What follows belongs to an exercise in optimizing a design on an open flow for small area and a short achievable clock period; a production flow would make more cautious choices.
The RTL was checked by simulation tests, not by an equivalence proof against the original design.
Power is estimated from default activity; no workload was simulated.

--- run.sh ---
#!/bin/bash
# synth_recipe.tcl (not shown) runs the flow's synth.tcl, then flattens the netlist and writes it again
# the make line also repeats each setting of config.mk as NAME=value (left out here)
make -C /OpenROAD-flow-scripts/flow DESIGN_CONFIG=/design/flow/config.mk WORK_HOME=/design/flow/orfs CLKGATE_MAP_FILE= SYNTH_SCRIPT=/design/flow/synth_recipe.tcl finish
--- constraint.sdc ---
create_clock -name core_clock -period 11.0 [get_ports {clk}]
set_input_delay 2.2000 -clock core_clock [delete_from_list [all_inputs] [get_ports {clk}]]
set_output_delay 2.2000 -clock core_clock [all_outputs]
set_load 0.01 [all_outputs]
--- design.v ---
module datapath_mi(clk, rst, data, control_word, K, I, alu_status, r0, r1, r2, r3, r4, r5, r6, r7);
	input clk, rst;
	input [21:0] control_word;
	input [7:0] K;
    output [15:0] I;
	output [3:0] alu_status;
	output [7:0] data, r0, r1, r2, r3, r4, r5, r6, r7;
    wire mw, mr;
    assign mw = control_word[17];
    assign mr = control_word[18];
    wire [7:0] addr;
    wire [7:0] ram_data;
    wire ram_oe;
	datapath datapath_inst(clk, rst, data, ram_data, ram_oe, addr, control_word, K, I, alu_status, r0, r1, r2, r3, r4, r5, r6, r7);
	wire ram_cs;
    addr_detect ram_addr_detect_inst(addr, ram_cs);
    defparam ram_addr_detect_inst.base_addr = 8'b0;
    defparam ram_addr_detect_inst.addr_mask = 8'b10000000;  
	ram ram_inst(clk, data, ram_data, ram_oe, addr[6:0], ram_cs, mw, mr);
	defparam ram_inst.DATA_WIDTH = 8;
	defparam ram_inst.ADDR_WIDTH = 7;
endmodule
module datapath(clk, rst, data, ram_data, ram_oe, addr, control_word, K, I, alu_status_latched, r0, r1, r2, r3, r4, r5, r6, r7);
	input clk, rst;
	output [7:0] data;
	input [7:0] ram_data;
	input ram_oe;
	input [21:0] control_word;
	input [7:0] K;
    output [15:0] I;
	output [3:0] alu_status_latched;
	output [7:0] addr, r0, r1, r2, r3, r4, r5, r6, r7;
    wire sl, il, pcl, b_sel, a_sel, en_alu, ci, w;
	wire [2:0] DA, SA, SB, FS;
	wire [3:0] alu_status;
    assign sl = control_word[21];
    assign il = control_word[20];
    assign pcl = control_word[19];
    assign b_sel = control_word[16];
    assign a_sel = control_word[15];
    assign en_alu = control_word[14];
    assign ci = control_word[13];
    assign FS = control_word[12:10];
    assign w = control_word[9];
    assign SB = control_word[8:6];
    assign SA = control_word[5:3];
    assign DA = control_word[2:0];
	wire [7:0] A_before_mux, A_after_mux, B_before_mux, B_after_mux, F, rom_addr;
    wire [15:0] rom_data;
    register_file register_file_inst(clk, rst, data, DA, w, SA, SB, A_before_mux, B_before_mux, r0, r1, r2, r3, r4, r5, r6, r7);
    alu alu_inst(A_after_mux, B_after_mux, FS, ci, F, alu_status);
    assign A_after_mux = a_sel ? rom_addr : A_before_mux;
    assign B_after_mux = b_sel ? K : B_before_mux;
	assign data = en_alu ? F : (ram_oe ? ram_data : 8'b0);
    assign addr = K;
	register_nbit alu_status_reg_inst(clk, rst, sl, alu_status, alu_status_latched);
	defparam alu_status_reg_inst.N = 4;
    rom rom_inst(rom_data, rom_addr);
    register_nbit program_reg_inst(clk, rst, pcl, data, rom_addr);
	defparam program_reg_inst.N = 8;
    register_nbit instruction_reg_inst(clk, rst, il, rom_data, I);
	defparam instruction_reg_inst.N = 16;
endmodule
module register_file(clk, rst, D, DA, w, SA, SB, A, B, r0, r1, r2, r3, r4, r5, r6, r7);
    input clk, rst, w;
	input [7:0] D;  
	input [2:0] DA, SA, SB;  
	output [7:0] A;  
	output [7:0] B;  
	output [7:0] r0, r1, r2, r3, r4, r5, r6, r7;  
	wire [7:0] load_enable;
	decoder_3x8 decoder(load_enable, DA, w);
	wire [7:0] R0, R1, R2, R3, R4, R5, R6, R7;
	register_nbit reg0 (clk, rst, load_enable[0], D, R0);
	register_nbit reg1 (clk, rst, load_enable[1], D, R1);
	register_nbit reg2 (clk, rst, load_enable[2], D, R2);
	register_nbit reg3 (clk, rst, load_enable[3], D, R3);
	register_nbit reg4 (clk, rst, load_enable[4], D, R4);
	register_nbit reg5 (clk, rst, load_enable[5], D, R5);
	register_nbit reg6 (clk, rst, load_enable[6], D, R6);
	assign R7 = 8'b0;
	defparam reg0.N = 8;
	defparam reg1.N = 8;
	defparam reg2.N = 8;
	defparam reg3.N = 8;
	defparam reg4.N = 8;
	defparam reg5.N = 8;
	defparam reg6.N = 8;
	mux8to1nbit mux_a(A, SA, R0, R1, R2, R3, R4, R5, R6, R7);
	mux8to1nbit mux_b(B, SB, R0, R1, R2, R3, R4, R5, R6, R7);
	defparam mux_a.N = 8;
	defparam mux_b.N = 8;
    assign r0 = R0;
    assign r1 = R1;
    assign r2 = R2;
    assign r3 = R3;
    assign r4 = R4;
    assign r5 = R5;
    assign r6 = R6;
    assign r7 = R7;
endmodule
module register_nbit(clk, rst, l, D, Q);
	parameter N = 8;  
	input clk;  
	input rst;  
	input l;  
	input [N-1:0] D;  
	output reg [N-1:0] Q;  
	always @(posedge clk or posedge rst) begin
		if(rst)
			Q <= 0;
		else if(l)
			Q <= D;
		else
			Q <= Q;
	end
endmodule
module decoder_3x8(m, s, en);
	input [2:0] s;  
	input en;  
	output reg [7:0] m;
    always @(s or en) begin
        if(en) begin
            case(s)
                3'b000: m <= 8'b00000001;
                3'b001: m <= 8'b00000010;
                3'b010: m <= 8'b00000100;
                3'b011: m <= 8'b00001000;
                3'b100: m <= 8'b00010000;
                3'b101: m <= 8'b00100000;
                3'b110: m <= 8'b01000000;
                3'b111: m <= 8'b10000000;
                default: m <= 8'b0;
            endcase
        end
        else m <= 8'b0;
    end
endmodule
module alu(A, B, FS, ci, F, status);
	input [7:0] A, B;
	input [2:0] FS;
	input ci;
	output [7:0] F;
	output [3:0] status;
	wire Z, N, C, V;
	assign status = {V, C, N, Z};
	wire [7:0] B_signal;
	assign B_signal = FS[0] & FS[1] ? ~B : B;
	assign N = F[7];
	assign Z = (F == 8'b0) ? 1'b1 : 1'b0;
	assign V = ~(A[7] ^ B_signal[7]) & (F[7] ^ A[7]);
	wire [7:0] and_output, or_output, xor_output, add_output, shift_left, shift_right;
	assign and_output = A & B_signal;
	assign or_output = A | B_signal;
	assign xor_output = A ^ B_signal;
	adder adder(A, B_signal, ci, add_output, C);
	shifter shift_inst(A, B[2:0], shift_left, shift_right);
	mux8to1nbit main_mux(F, FS, and_output, or_output, add_output, add_output, shift_left, shift_right, xor_output, 8'b0);
endmodule
module shifter(in, shift_amount, left, right);
	input [7:0] in;
	input [2:0] shift_amount;
	output [7:0] left, right;
	assign left = in << shift_amount;
	assign right = in >> shift_amount;
endmodule
module adder(A, B, ci, S, co);
	input [7:0] A, B;
	input ci;
	output [7:0] S;
	output co;
	wire [8:0] carry;
	assign carry[0] = ci;
	genvar i;
	generate
	for (i=0; i<8; i=i+1) begin: full_adders  
		full_adder adder_inst(A[i], B[i], carry[i], S[i], carry[i+1]);	
	end
	endgenerate
	assign co = carry[8];
endmodule
module full_adder(a, b, ci, s, co);
	input a, b, ci;
	output s, co;
	assign s = a ^ b ^ ci;
	assign co = a&b | a&ci | b&ci;
endmodule
module mux4to1nbit(F, S, I0, I1, I2, I3);
	parameter N = 8;
	input [N-1:0]I0, I1, I2, I3;
	input [1:0]S;
	output [N-1:0]F;
	assign F = S[1] ? (S[0] ? I3 : I2) : (S[0] ? I1 : I0);
endmodule
module mux8to1nbit(F, S, I0, I1, I2, I3, I4, I5, I6, I7);
	parameter N = 8;
	input [N-1:0]I0, I1, I2, I3, I4, I5, I6, I7;
	input [2:0]S;
	output [N-1:0]F;
	assign F = S[2] ? (S[1] ? (S[0] ? I7 : I6) : (S[0] ? I5 : I4)) : (S[1] ? (S[0] ? I3 : I2) : (S[0] ? I1 : I0));
endmodule
module mux32to1nbit(F, S, I00, I01, I02, I03, I04, I05, I06, I07, I08, I09,
								  I10, I11, I12, I13, I14, I15, I16, I17, I18, I19,
								  I20, I21, I22, I23, I24, I25, I26, I27, I28, I29,
								  I30, I31);
	parameter N = 8;
	output reg [N-1:0]F;  
	input [4:0]S;  
	input [N-1:0]I00, I01, I02, I03, I04, I05, I06, I07, I08, I09;
	input [N-1:0]I10, I11, I12, I13, I14, I15, I16, I17, I18, I19;
	input [N-1:0]I20, I21, I22, I23, I24, I25, I26, I27, I28, I29;
	input [N-1:0]I30, I31;
	always @(*) begin
		case(S)
			5'h00: F <= I00;
			5'h01: F <= I01;
			5'h02: F <= I02;
			5'h03: F <= I03;
			5'h04: F <= I04;
			5'h05: F <= I05;
			5'h06: F <= I06;
			5'h07: F <= I07;
			5'h08: F <= I08;
			5'h09: F <= I09;
			5'h0A: F <= I10;
			5'h0B: F <= I11;
			5'h0C: F <= I12;
			5'h0D: F <= I13;
			5'h0E: F <= I14;
			5'h0F: F <= I15;
			5'h10: F <= I16;
			5'h11: F <= I17;
			5'h12: F <= I18;
			5'h13: F <= I19;
			5'h14: F <= I20;
			5'h15: F <= I21;
			5'h16: F <= I22;
			5'h17: F <= I23;
			5'h18: F <= I24;
			5'h19: F <= I25;
			5'h1A: F <= I26;
			5'h1B: F <= I27;
			5'h1C: F <= I28;
			5'h1D: F <= I29;
			5'h1E: F <= I30;
			5'h1F: F <= I31;
		endcase
	end
endmodule
module mux2to1_64bit(F, S, I0, I1);
	input [63:0] I0, I1;
	input S;
	output [63:0] F;
	assign F = S ? I1 : I0;
endmodule
module rom(I, addr);
	output reg [15:0] I;
	input [7:0] addr;
	always @(addr) begin
		case (addr)
			8'h00: I = 16'h12;
			8'h01: I = 16'h43;
			8'h02: I = 16'h67;
			8'h03: I = 16'h98;
			8'h04: I = 16'h12;
			8'h05: I = 16'h43;
			8'h06: I = 16'h67;
			8'h07: I = 16'h98;
			8'h08: I = 16'h12;
			8'h09: I = 16'h43;
			8'h0A: I = 16'h67;
			8'h0B: I = 16'h98;
			default: I = 16'b0;
		endcase
	end
endmodule
module ram(clk, wdata, rdata, oe, addr, cs, we, re);
    parameter DATA_WIDTH = 8;
    parameter ADDR_WIDTH = 7;
    parameter RAM_DEPTH = 1 << ADDR_WIDTH;
    input clk, cs, we, re;
    input [ADDR_WIDTH - 1:0] addr;
    input [DATA_WIDTH - 1:0] wdata;
    output [DATA_WIDTH - 1:0] rdata;
    output oe;
    reg [DATA_WIDTH - 1:0] mem [0:RAM_DEPTH - 1];
	 assign oe = cs && !we && re;
	 assign rdata = mem[addr];
    always @(posedge clk) begin
	     if(cs && we) mem[addr] <= wdata;
    end
endmodule
module addr_detect(addr, out);
	input [7:0] addr;
	output out;
	parameter base_addr = 8'h00;  
	parameter addr_mask = 8'hFF;  
	assign out = ((addr & addr_mask) == base_addr);
endmodule
--- config.mk ---
export PLATFORM = sky130hd
export DESIGN_NAME = datapath_mi
export DESIGN_NICKNAME = datapath_mi
export VERILOG_FILES = /design/flow/design.v
export SDC_FILE = /design/flow/constraint.sdc
export NUM_CORES = 4
export LEC_CHECK = 0
export CAP_MARGIN = 20
export CORE_MARGIN = 2
export CORE_UTILIZATION = 40
export SLEW_MARGIN = 20
==> run summary <==
## metal layers
| metal | up-vias | share of wire [%] | global-route usage (%) |
|---|---|---|---|
| li1 | 11393 | - | - |
| met3 | 256 | 10 | 4.19 |
| met4 | 4 | 3.9 | 8.58 |
| met5 | - | 0.019 | 0 |
| met2 | 1668 | 46 | 37.2 |
| met1 | 14044 | 40 | 32.7 |
## synthesized netlist by cell type (4+ instances only)
master / count
sky130_fd_sc_hd__o21ai_0: 37
sky130_fd_sc_hd__buf_4: 31
sky130_fd_sc_hd__ha_1: 18
sky130_fd_sc_hd__dfrtp_1: 73
sky130_fd_sc_hd__a222oi_1: 5
sky130_fd_sc_hd__nor2_1: 221
sky130_fd_sc_hd__mux2_2: 32
sky130_fd_sc_hd__a211oi_1: 16
sky130_fd_sc_hd__a21oi_2: 5
sky130_fd_sc_hd__clkbuf_1: 69
sky130_fd_sc_hd__o21ai_1: 18
sky130_fd_sc_hd__and2_1: 4
sky130_fd_sc_hd__a22oi_1: 306
sky130_fd_sc_hd__inv_1: 50
sky130_fd_sc_hd__buf_6: 6
sky130_fd_sc_hd__a41oi_1: 33
sky130_fd_sc_hd__xnor2_1: 4
sky130_fd_sc_hd__o211ai_1: 17
sky130_fd_sc_hd__nand4_1: 9
sky130_fd_sc_hd__or4_1: 4
sky130_fd_sc_hd__nand2_1: 97
sky130_fd_sc_hd__a221oi_1: 83
sky130_fd_sc_hd__nor3b_1: 5
sky130_fd_sc_hd__mux4_2: 13
sky130_fd_sc_hd__edfxtp_1: 1024
sky130_fd_sc_hd__o2111ai_1: 5
sky130_fd_sc_hd__a221o_1: 5
sky130_fd_sc_hd__xor2_1: 5
sky130_fd_sc_hd__fa_1: 8
sky130_fd_sc_hd__a22o_1: 74
sky130_fd_sc_hd__buf_1: 23
sky130_fd_sc_hd__nand2b_1: 10
sky130_fd_sc_hd__nor4_1: 15
sky130_fd_sc_hd__o22ai_1: 4
sky130_fd_sc_hd__nand3_1: 18
sky130_fd_sc_hd__o41ai_1: 5
sky130_fd_sc_hd__mux2i_1: 58
sky130_fd_sc_hd__a31oi_1: 74
sky130_fd_sc_hd__o221ai_1: 9
sky130_fd_sc_hd__nor3_1: 14
sky130_fd_sc_hd__buf_2: 83
sky130_fd_sc_hd__nor2b_1: 19
sky130_fd_sc_hd__a21oi_1: 82
sky130_fd_sc_hd__a311oi_1: 5
sky130_fd_sc_hd__and3_1: 4
## final timing paths
check	to	slack (ns)	start
worst max-delay path	data[6]	0.64	control_word[7]
worst min-delay path	datapath_inst.alu_status_reg_inst.Q[3]	0.50	datapath_inst.alu_status_reg_inst.Q[3]
worst max register to register	ram_inst.mem[124][7]	3.97	datapath_inst.register_file_inst.reg4.Q[0]
worst min register to register	datapath_inst.alu_status_reg_inst.Q[3]	0.50	datapath_inst.alu_status_reg_inst.Q[3]
max in group asynchronous	datapath_inst.instruction_reg_inst.Q[6]	8.23	rst
min in group asynchronous	datapath_inst.register_file_inst.reg0.Q[6]	2.11	rst
## per-stage QoR
| stage | setup slack, ns | util, % |
|---|---|---|
| after floorplan | 0.119 | - |
| after global placement | 0.187 | 42.8 |
| after detailed placement | 0.219 | 42.8 |
| after CTS | 0.199 | 46.1 |
| after global routing | 0.299 | 46.1 |
| final | 0.637 | 46.1 |
## registers in the layout, indices dropped and copies added (netlist names)
register,flops
datapath_inst.register_file_inst.reg6.Q,8
datapath_inst.register_file_inst.reg5.Q,8
datapath_inst.register_file_inst.reg4.Q,8
ram_inst.mem,1024
datapath_inst.program_reg_inst.Q,8
datapath_inst.register_file_inst.reg2.Q,8
datapath_inst.register_file_inst.reg3.Q,8
datapath_inst.instruction_reg_inst.Q,5
datapath_inst.register_file_inst.reg1.Q,8
datapath_inst.register_file_inst.reg0.Q,8
datapath_inst.alu_status_reg_inst.Q,4
## logic make-up (layout without fill, tap and decap cells)
group	count (synthesis)	after routing	share of synthesized area, %
buffers and inverters	262	464	2.86
other	1	17	0.00859
muxes	104	104	2.85
AOI/OAI and AO/OA	824	824	14.1
and+or+nand+nor	437	437	4.48
xor gates and xnor gates	9	9	0.181
DFF	1097	1097	74.6
adders and majority gates	26	26	0.883
## power groups by stage
| stage | combinational (mW) | clock, mW | sequential (mW) |
|---|---|---|---|
| global route | 1.03 | 3.90 | 4.84 |
| finish | 0.955 | 3.70 | 4.84 |
| global placement | 0.925 | 0 | 4.92 |
| detailed placement | 0.945 | 0 | 4.92 |
| CTS | 0.948 | 3.73 | 4.84 |
| floorplan | 0.482 | 0 | 4.91 |
## critical path: cells and delay by family
family	cells	cell delay, ns
AO/OA/AOI/OAI	5	1.29
AND/OR/NAND/NOR	1	0.13
XOR/XNOR	1	0.16
adder cells (fa/ha/maj)	7	2.71
buffers and inverters	6	1.64
## layout make-up
| type | instances | area (sq um) | area share [%] |
|---|---|---|---|
| well taps | 1414 | 1770 | 3.54 |
| repair buffers | 214 | 2010 | 4.03 |
| inverters | 50 | 208 | 0.415 |
| clock inverters | 71 | 728 | 1.46 |
| diodes | 1 | 2.50 | 0.00500 |
| clock buffers | 129 | 2820 | 5.64 |
| flip-flops and latches | 1097 | 32600 | 65.1 |
| multi-input cells | 1416 | 9920 | 19.8 |
==> results.toml <==
[setup_path]
worst-r2r-cell-count = 23
critical-path-slowest-cell = "sky130_fd_sc_hd__clkdlybuf4s50_1"
required_ns = 8.80
path_common_cell = "sky130_fd_sc_hd__fa_1"
worstPathCellList = "clkdlybuf4s50_1 -> buf_6 -> nand3b_1 -> o211ai_1 -> o211a_1 -> xnor2_1 -> inv_1 -> fa_1 -> fa_1 -> inv_1 -> fa_1 -> fa_1 -> fa_1 -> fa_1 -> fa_1 -> a211oi_1 -> o21ai_0 -> a21oi_2 -> inv_4 -> clkdlybuf4s50_1"
critical_path_peak_fanout = 19
cp_slowest_stage_delay_ns = 0.62
setup.worst_path.end_class = "output port"
timing.critical_path.arrival_ns = 8.16
crit_type = "input pin to output port"
cp-start-kind = "input pin"

[worst_hold_path]
min_path_cells = 2
hold_path_class = "flip-flop to flip-flop"

[pwr]
clock_power_share_pct = 39.0
p_sw_mw = 2.31
seqPwrFrac_pct = 51.0
peakVddDrop_uv = 149
power_switching_share_pct = 24.4
power.static_leakage_nw = 16.0
total_power_mw = 9.49
power.internal_mw = 7.18
comb_power_share_pct = 10.1
power-per-cell-area_nw_per_um2 = 190

[sta]
worst_clock_skew_ns = 0.0681
final-setup-viol-count = 0
total_negative_setup_slack_ns = 0
final.min_clock_period_ns = 10.36
final_max_slew_viol_count = 0
hold_slack_ns = 0.504
worst_pin_slew_ns = 1.11
setup_repair_after_global_routing_missed_its_margin = "false"
post-route-period-util_pct = 94.2
fmax_mhz = 96.5
slew_headroom_pct = 25.5
timing.final.hold_violations = 0

[global_routing]
largest_net_degree_at_the_start_of_global_routing = 129
grt.overflow.total = 0
initial_antenna_violation_count = 6
wire_length_of_the_first_global_routing_pass_um = 191000
first_global_vias = 26197
globalRouteTotalUtil_pct = 23.5

[placed_design]
gpl.final_weighted_congestion = 0.895
dp.cells = 4190
placed_cell_area_sq_um = 46400
dp.final_hpwl_um = 82800
numPortBuffers = 107

[logic_synthesis]
synth.distinct_cells = 81
synth-main-ff-cell = "sky130_fd_sc_hd__edfxtp_1"
synth_enable_flop_cells = 1024
post_synth_instance_area_sq_um = 43600
postSynthRegisterBits = 1097
netlist_top_cells_area = "sky130_fd_sc_hd__edfxtp_1 70%, sky130_fd_sc_hd__a22oi_1 5.3%, sky130_fd_sc_hd__dfrtp_1 4.2%, sky130_fd_sc_hd__nor2_1 1.9%, sky130_fd_sc_hd__a221oi_1 1.7%"
synth.avg_cell_area_sq_um = 15.8
postSynthCellCount = 2760
synth.yosys.warnings = 6
synth.top_cell.area_share_pct = 70.5
ys_async_rst_share_pct = 6.65
synth_top_cell_by_area = "sky130_fd_sc_hd__edfxtp_1"
synth-seq-area-share_pct = 74.6

[clocking]
cts.repair.resized = 0
post-cts-setup-buffers = 0
cts-root-buf = "sky130_fd_sc_hd__clkbuf_16"
h_tree_levels = 3
clock_tree_from_tritoncts = "yes"
numCtsBuffers = 108
clk_lat_worst_skew_ns = 0.72
number_of_buffers_on_the_longest_clock_path = 3
holdBufCountCts = 0
worst_path_clk_slew_ns = 0.06
cts_num_sinks = 1097

[detailed_routing]
post_drt_wl_per_cell_um = 30.5
route.vias.total = 27365
drcViolationCount = 0
drt-initial-drc-count = 3773
routed_wl_um = 134000
drt-pass1-iter-count = 6
antenna_violating_nets_post_route = 0
avgViaCountPerCell = 6.23

[layout]
n_fill_cell = 9329
area.growth.synth_to_final_pct = 14.7
mostFrequentLayoutCell = "sky130_fd_sc_hd__edfxtp_1"
fin_cells = 4392
layout.cells.most_common_list = "1024 x sky130_fd_sc_hd__edfxtp_1, 306 x sky130_fd_sc_hd__a22oi_1, 221 x sky130_fd_sc_hd__nor2_1, 110 x sky130_fd_sc_hd__clkbuf_16, 102 x sky130_fd_sc_hd__clkdlybuf4s50_1"
share_of_post_route_cells_with_drive_strength_above_1_pct = 12.0
final_net_count = 2945
post-route-cell-area_sq_um = 50000

[floorplanning]
total_die_area_sq_um = 112000
starting_density_of_the_core_pct = 40.2
core_area_sq_um = 109000
chipWidth_um = 334
chipHeight_um = 334
placementRows = 121
boundaryPins = 124

[flow_run]
drv.max_cap_violation_count = 0

[run_status]
outcome = "timing/DRC/antenna clean"

static timing again, ports no longer ideal:
The results above use ideal ports. As a check the final layout listed here was re-extracted and re-timed, cells and wires unchanged. Step 1 assumes that a clkbuf_16 drives the clock port and a buf_2 every other input. Step 2, shift: input delay + t, output delay - t, t = (earliest + latest rising clock arrival at the registers) / 2. This alone moves slack from input paths to output paths. Three values: no drivers, after step 1, after step 2; two values: the first two.
t (ns): 0.749
setup WS [ns]: 0.637 / 0.612 / 0.612
latest minus earliest clock arrival (ns): 0.069 / 0.068
After both steps setup and hold are still met in this run. The setup slack of this run moves by -0.025 ns with the drivers and by -0.025 ns with both steps.
